This is an optimization exercise on Yosys and OpenROAD, whose aim is a short achievable clock period and few clock cycles, not a production implementation.
Where RTL was checked, it was by simulation tests only, not by an equivalence proof against the original.
Power figures rest on the tool's default switching activity, not on a simulated workload.

== v10 ==
// core
module core (
    input clk,
    input reset,
    output [11:0] imem_addr,
    input [15:0] imem_data,
    output wb_valid,
    output [2:0] wb_reg,
    output [15:0] wb_data
);
clock: 6.0 ns
lec_check: 0
abc_area: 1
cap_margin: 20
core_margin: 2
core_utilization: 40
setup_slack_margin: 4.2
slew_margin: 20
tns_end_percent: 100
run.sh (not shown) runs the stock make flow with config.mk's settings and CLKGATE_MAP_FILE= SYNTH_SCRIPT=/design/flow/synth_recipe.tcl, a recipe that flattens the netlist after the stock synthesis.
Testbench counts of v10, summed over its fixed seeds: cycles 66,324.
The following lists how v8 was set up differently from v10:
--- a/flow/design.v
+++ b/flow/design.v
@@ -176,36 +176,34 @@
     reg        i_upd;           
     reg [11:0] i_key, i_del;
     reg [3:0]  i_mask;
     reg        w_vn;            
     wire       w_v = ~w_vn;
     reg [2:0]  w_rx;
     reg        k_v;
     reg [15:0] k_c;
-    reg        k_chz_n, k_c0_n;
+    reg        k_chz;
     reg [15:0] R [0:7];
     reg [15:0] C;               
-    reg        chz_n;           
-    reg        c0_n;            
+    reg        chz;             
     reg [15:0] wbd;             
     reg        wbv;
     reg [2:0]  wbr;
     reg          tv    [0:NT-1];
     reg [11:0]   tkey  [0:NT-1];
     reg [11:0]   tdel  [0:NT-1];    
     reg [3:0]    tmask [0:NT-1];
     reg [2:0]    tptr;        
     assign imem_addr = fa_out;
     assign wb_valid  = wbv;
     assign wb_reg    = wbr;
     assign wb_data   = wbd;
-    wire c_hi0 = ~chz_n;
-    wire c_0   = ~c0_n;
-    wire [3:0] ccls = {~c_hi0, c_hi0 & C[1] & ~c_0, c_hi0 & ~C[1] & c_0, c_hi0 & ~C[1] & ~c_0};
+    wire c_hi0 = chz;
+    wire [3:0] ccls = {~c_hi0, c_hi0 & C[1] & ~C[0], c_hi0 & ~C[1] & C[0], c_hi0 & ~C[1] & ~C[0]};
     wire mis_v = vv & ~|(v_mask & ccls);
     wire [15:0] a = e_a;
     wire [15:0] b = e_b;
     wire [15:0] cy;
     wire        cy_out;
     bitty_carry16 u_cy (.a(a), .b(e_bx), .cin(e_sub), .c(cy), .cout(cy_out));
     wire [15:0] p_ab = a ^ e_bx;
     wire        ge, le;
@@ -284,35 +282,32 @@
             ev <= 1'b0;
             vv <= 1'b0;
             r_act <= 1'b0;
             i_v <= 1'b0;
             k_v <= 1'b0;
             w_vn <= 1'b1;
             for (i = 0; i < 8; i = i + 1) R[i] <= 16'h0001;
             C <= 16'h0001;
-            chz_n <= 1'b0;
-            c0_n  <= 1'b0;
+            chz <= 1'b1;
             wbv <= 1'b0;
             for (i = 0; i < NT; i = i + 1) tv[i] <= 1'b0;
             tptr <= 0;
         end else begin
             first  <= 1'b0;
             fa     <= first ? 12'd0 : fa_next;
             dv     <= ~mis & ~first;
             ev     <= dv & ~mis;
             wbv <= do_alu;
             if (ex_alu) begin
-                C     <= res;
-                chz_n <= ~hz;
-                c0_n  <= ~res[0];
+                C   <= res;
+                chz <= hz;
             end else if (k_v) begin
-                C     <= k_c;
-                chz_n <= k_chz_n;
-                c0_n  <= k_c0_n;
+                C   <= k_c;
+                chz <= k_chz;
             end
             k_v <= mis_v & ex_alu;
             w_vn <= ~do_alu;
             if (w_v) R[w_rx] <= C;
             vv     <= do_alu & e_hit;
             if (e_commit) r_act <= 1'b1;
             i_v <= install;
             if (i_v) begin
@@ -345,18 +340,17 @@
         e_mask <= dmask;
         wbr    <= e_rx;
         fa_out <= first ? 12'd0 : fa_next;
         fa_cn  <= ~(first ? 12'd0 : fa_next);
         wbd    <= res;      
         v_mask <= e_mask;
         v_fall <= e_fall;
         k_c    <= C;
-        k_chz_n <= chz_n;
-        k_c0_n  <= c0_n;
+        k_chz  <= chz;
         w_rx   <= e_rx;
         i_key  <= r_key;
         i_del  <= e_pc ^ (r_key + 12'd1);
         i_mask <= r_mask;
         i_sel  <= wsel;
         i_upd  <= upd;
         if (i_v) begin
             for (i = 0; i < NT; i = i + 1)
--- outcome ---
When v8 is set beside v10, its relative contribution of sequential cells to total power turns out to be 0.3 points smaller.
[compare] base=v10 new=v8: non-filler instance count after layout shows a reduction of 2.3%; post-route total power went down; number of antenna violations at the first check in global routing grew by 2; routability congestion estimate held; non-clock buffer count shrank by 5.
Taking v10 as the reference point, the wire length of v8 falls by about 2.1%.
Compared with v10, v8 shows a lower layout cell share with drive strength beyond 1.
Path depth of the worst reg2reg path, v8 and v10: lower on v10
sky130_fd_sc_hd__dfrtp_1 as the slowest cell on the critical path was reported by v10, and sky130_fd_sc_hd__a21boi_2 by v8.
For v8, only the layout was checked, not whether the RTL still works.

* * *

Another version of the RTL of core (not shown whole).
Size in the first run: about 3,500 cells after synthesis, about 670 flip-flops, about 50 I/O pins, ~31,000 um2 of cells after synthesis.
Settings: LEC_CHECK=0, ABC_AREA=1, CAP_MARGIN=20, CORE_MARGIN=2, CORE_UTILIZATION=40, SETUP_SLACK_MARGIN=3.5, SLEW_MARGIN=20, TNS_END_PERCENT=100; clock period 6.0 ns.
Next try:
--- a/flow/design.v
+++ b/flow/design.v
@@ -170,66 +170,60 @@
     reg        r_act, r_len;    
     reg [11:0] r_key;
     reg [3:0]  r_mask;
     reg        i_v;             
     reg [7:0]  i_sel;           
     reg        i_upd;           
     reg [11:0] i_key, i_del;
     reg [3:0]  i_mask;
     reg        w_v;
     reg [2:0]  w_rx;
     reg        k_v;
     reg [15:0] k_c;
-    reg        k_chz;
     reg [15:0] R [0:7];
     reg [15:0] C;               
-    reg        chz;             
     reg [15:0] wbd;             
     reg        wbv;
     reg [2:0]  wbr;
     reg          tv    [0:NT-1];
     reg [11:0]   tkey  [0:NT-1];
     reg [11:0]   tdel  [0:NT-1];    
     reg [3:0]    tmask [0:NT-1];
     reg [2:0]    tptr;        
     assign imem_addr = fa_out;
     assign wb_valid  = wbv;
     assign wb_reg    = wbr;
     assign wb_data   = wbd;
-    wire c_hi0 = chz;
+    wire c_hi0 = ~|C[15:2];
     wire [3:0] ccls = {~c_hi0, c_hi0 & C[1] & ~C[0], c_hi0 & ~C[1] & C[0], c_hi0 & ~C[1] & ~C[0]};
     wire mis_v = vv & ~|(v_mask & ccls);
     wire [15:0] a = e_a;
     wire [15:0] b = e_b;
     wire [15:0] cy;
     wire        cy_out;
     bitty_carry16 u_cy (.a(a), .b(e_bx), .cin(e_sub), .c(cy), .cout(cy_out));
     wire [15:0] p_ab = a ^ e_bx;
     wire        ge, le;
     bitty_geq16 u_ge (.x(a), .y(e_nb), .cout(ge));    
     bitty_geq16 u_le (.x(b), .y(e_na), .cout(le));    
     wire        b_big = |b[15:4];
     wire [15:0] r_shl = b_big ? 16'd0 : (a << b[3:0]);
     wire [15:0] r_shr = b_big ? 16'd0 : (a >> b[3:0]);
     wire [15:0] r_cmp = {14'd0, ~ge, ~le};
     wire [15:0] oth = ({16{e_op[2]}} & (a & b))
                     | ({16{e_op[3]}} & (a | b))
                     | ({16{e_op[4]}} & (a ^ b))
                     | ({16{e_op[5]}} & r_shl)
                     | ({16{e_op[6]}} & r_shr)
                     | ({16{e_op[7]}} & r_cmp);
-    wire [15:0] t_ab   = a | e_bx;
-    wire        hz_sum = ~(cy[2] ^ p_ab[2]) & ~|(p_ab[15:3] ^ t_ab[14:2]);
-    wire        hz_oth = ~|oth[15:2];
-    wire        hz     = e_ar ? hz_sum : hz_oth;
     wire [15:0] res0 = ({16{e_ar}} &  p_ab) | oth;    
     wire [15:0] res1 = ({16{e_ar}} & ~p_ab) | oth;    
     wire [15:0] res  = (cy & res1) | (~cy & res0);
     wire e_commit = ev & ~mis_v;
     wire do_alu   = e_commit & e_alu;
     wire ex_alu   = ev & e_alu;       
     wire [3:0] cond_oh = 4'd1 << e_cond;
     wire taken   = e_br & |(cond_oh[2:0] & ccls[2:0]);
     wire e_ok    = |(e_mask & ccls);
     wire mis_e   = e_commit & ~e_alu & (e_hit ? ~e_ok : taken);
     wire mis     = mis_v | mis_e;
     wire [11:0] raddr = mis_v ? v_fall : (taken ? e_tgt : e_fall);
@@ -276,41 +270,37 @@
     integer i;
     always @(posedge clk or posedge reset) begin
         if (reset) begin
             fa <= 12'd0; dv <= 1'b0; first <= 1'b1;
             ev <= 1'b0;
             vv <= 1'b0;
             r_act <= 1'b0;
             i_v <= 1'b0;
             k_v <= 1'b0;
             w_v <= 1'b0;
             for (i = 0; i < 8; i = i + 1) R[i] <= 16'h0001;
             C <= 16'h0001;
-            chz <= 1'b1;
             wbv <= 1'b0;
             for (i = 0; i < NT; i = i + 1) tv[i] <= 1'b0;
             tptr <= 0;
         end else begin
             first  <= 1'b0;
             fa     <= first ? 12'd0 : fa_next;
             dv     <= ~mis & ~first;
             ev     <= dv & ~mis;
             wbv <= do_alu;
-            if (ex_alu) begin
-                C   <= res;
-                chz <= hz;
-            end else if (k_v) begin
-                C   <= k_c;
-                chz <= k_chz;
-            end
+            if (ex_alu)
+                C <= res;
+            else if (k_v)
+                C <= k_c;
             k_v <= mis_v & ex_alu;
             w_v <= do_alu;
             if (w_v) R[w_rx] <= C;
             vv     <= do_alu & e_hit;
             if (e_commit) r_act <= 1'b1;
             i_v <= install;
             if (i_v) begin
                 for (i = 0; i < NT; i = i + 1)
                     if (i_sel[i]) tv[i] <= 1'b1;
                 if (!i_upd) tptr <= tptr + 1'b1;
             end
         end
@@ -333,25 +323,24 @@
         e_cond <= imem_data[3:2];
         e_tgt  <= imem_data[15:4];
         e_fall <= dpc + 12'd1;
         e_pc   <= dpc;
         e_hit  <= dhit;
         e_mask <= dmask;
         wbr    <= e_rx;
         fa_out <= first ? 12'd0 : fa_next;
         if (ex_alu) wbd <= res;
         v_mask <= e_mask;
         v_fall <= e_fall;
         k_c    <= C;
-        k_chz  <= chz;
         w_rx   <= e_rx;
         i_key  <= r_key;
         i_del  <= e_pc ^ (r_key + 12'd1);
         i_mask <= r_mask;
         i_sel  <= wsel;
         i_upd  <= upd;
         if (i_v) begin
             for (i = 0; i < NT; i = i + 1)
                 if (i_sel[i]) begin
                     tkey[i]  <= i_key;
                     tdel[i]  <= i_del;
                     tmask[i] <= i_mask;
What happened:
- The new run completed without violations
- fmax barely changes
- global-route usage grows by 3.0 points
- critical path depth stays the same
- design area rises by 3.8%
- power came out higher by 1.7%
- sequential power came out lower by about 0.7%
- worst setup slack improves by 0.0039 ns
- clock power is higher by about 6%
- combinational power is about the same
Testbench counts after the change, summed over its fixed seeds: cycles 66,324.
The RTL of the first run of this note was laid out without a check of its function.

==> separate check: timing with driven ports <==
The results above use ideal ports. As a check the final layouts listed here were re-extracted and re-timed, cells and wires unchanged. Step 1, drivers: a clkbuf_16 drives clk and a buf_2 each remaining input, both assumed. Step 2 times the ports against the registers' clock, not the clock port: input delays grow and output delays shrink by t, the midpoint of the rising clock arrivals with the driver on. Three values: ideal ports, drivers, drivers and shift; two values: the first two.
| run | t, ns | setup WS [ns] | hold slack, ns | latest minus earliest clock arrival (ns) | cell pins on the clock port's net |
|---|---|---|---|---|---|
| v10 | 0.683 | 3.680 / 3.578 / 2.895 | 0.327 / 0.327 / 0.327 | 0.045 / 0.045 | 1 |
| v8 | 0.684 | 3.624 / 3.599 / 2.943 | 0.325 / 0.325 / 0.325 | 0.060 / 0.060 | 1 |
| the first run of note 2 | 0.687 | 3.512 / 3.445 / 2.841 | 0.318 / 0.318 / 0.318 | 0.032 / 0.032 | 1 |
| the second run of note 2 | 0.707 | 3.515 / 3.449 / 2.851 | 0.325 / 0.325 / 0.325 | 0.052 / 0.051 | 1 |
After both steps setup and hold are still met in every run listed. For v10, which loses most, drivers alone change the setup slack by -0.102 ns; drivers and shift together by -0.785 ns.
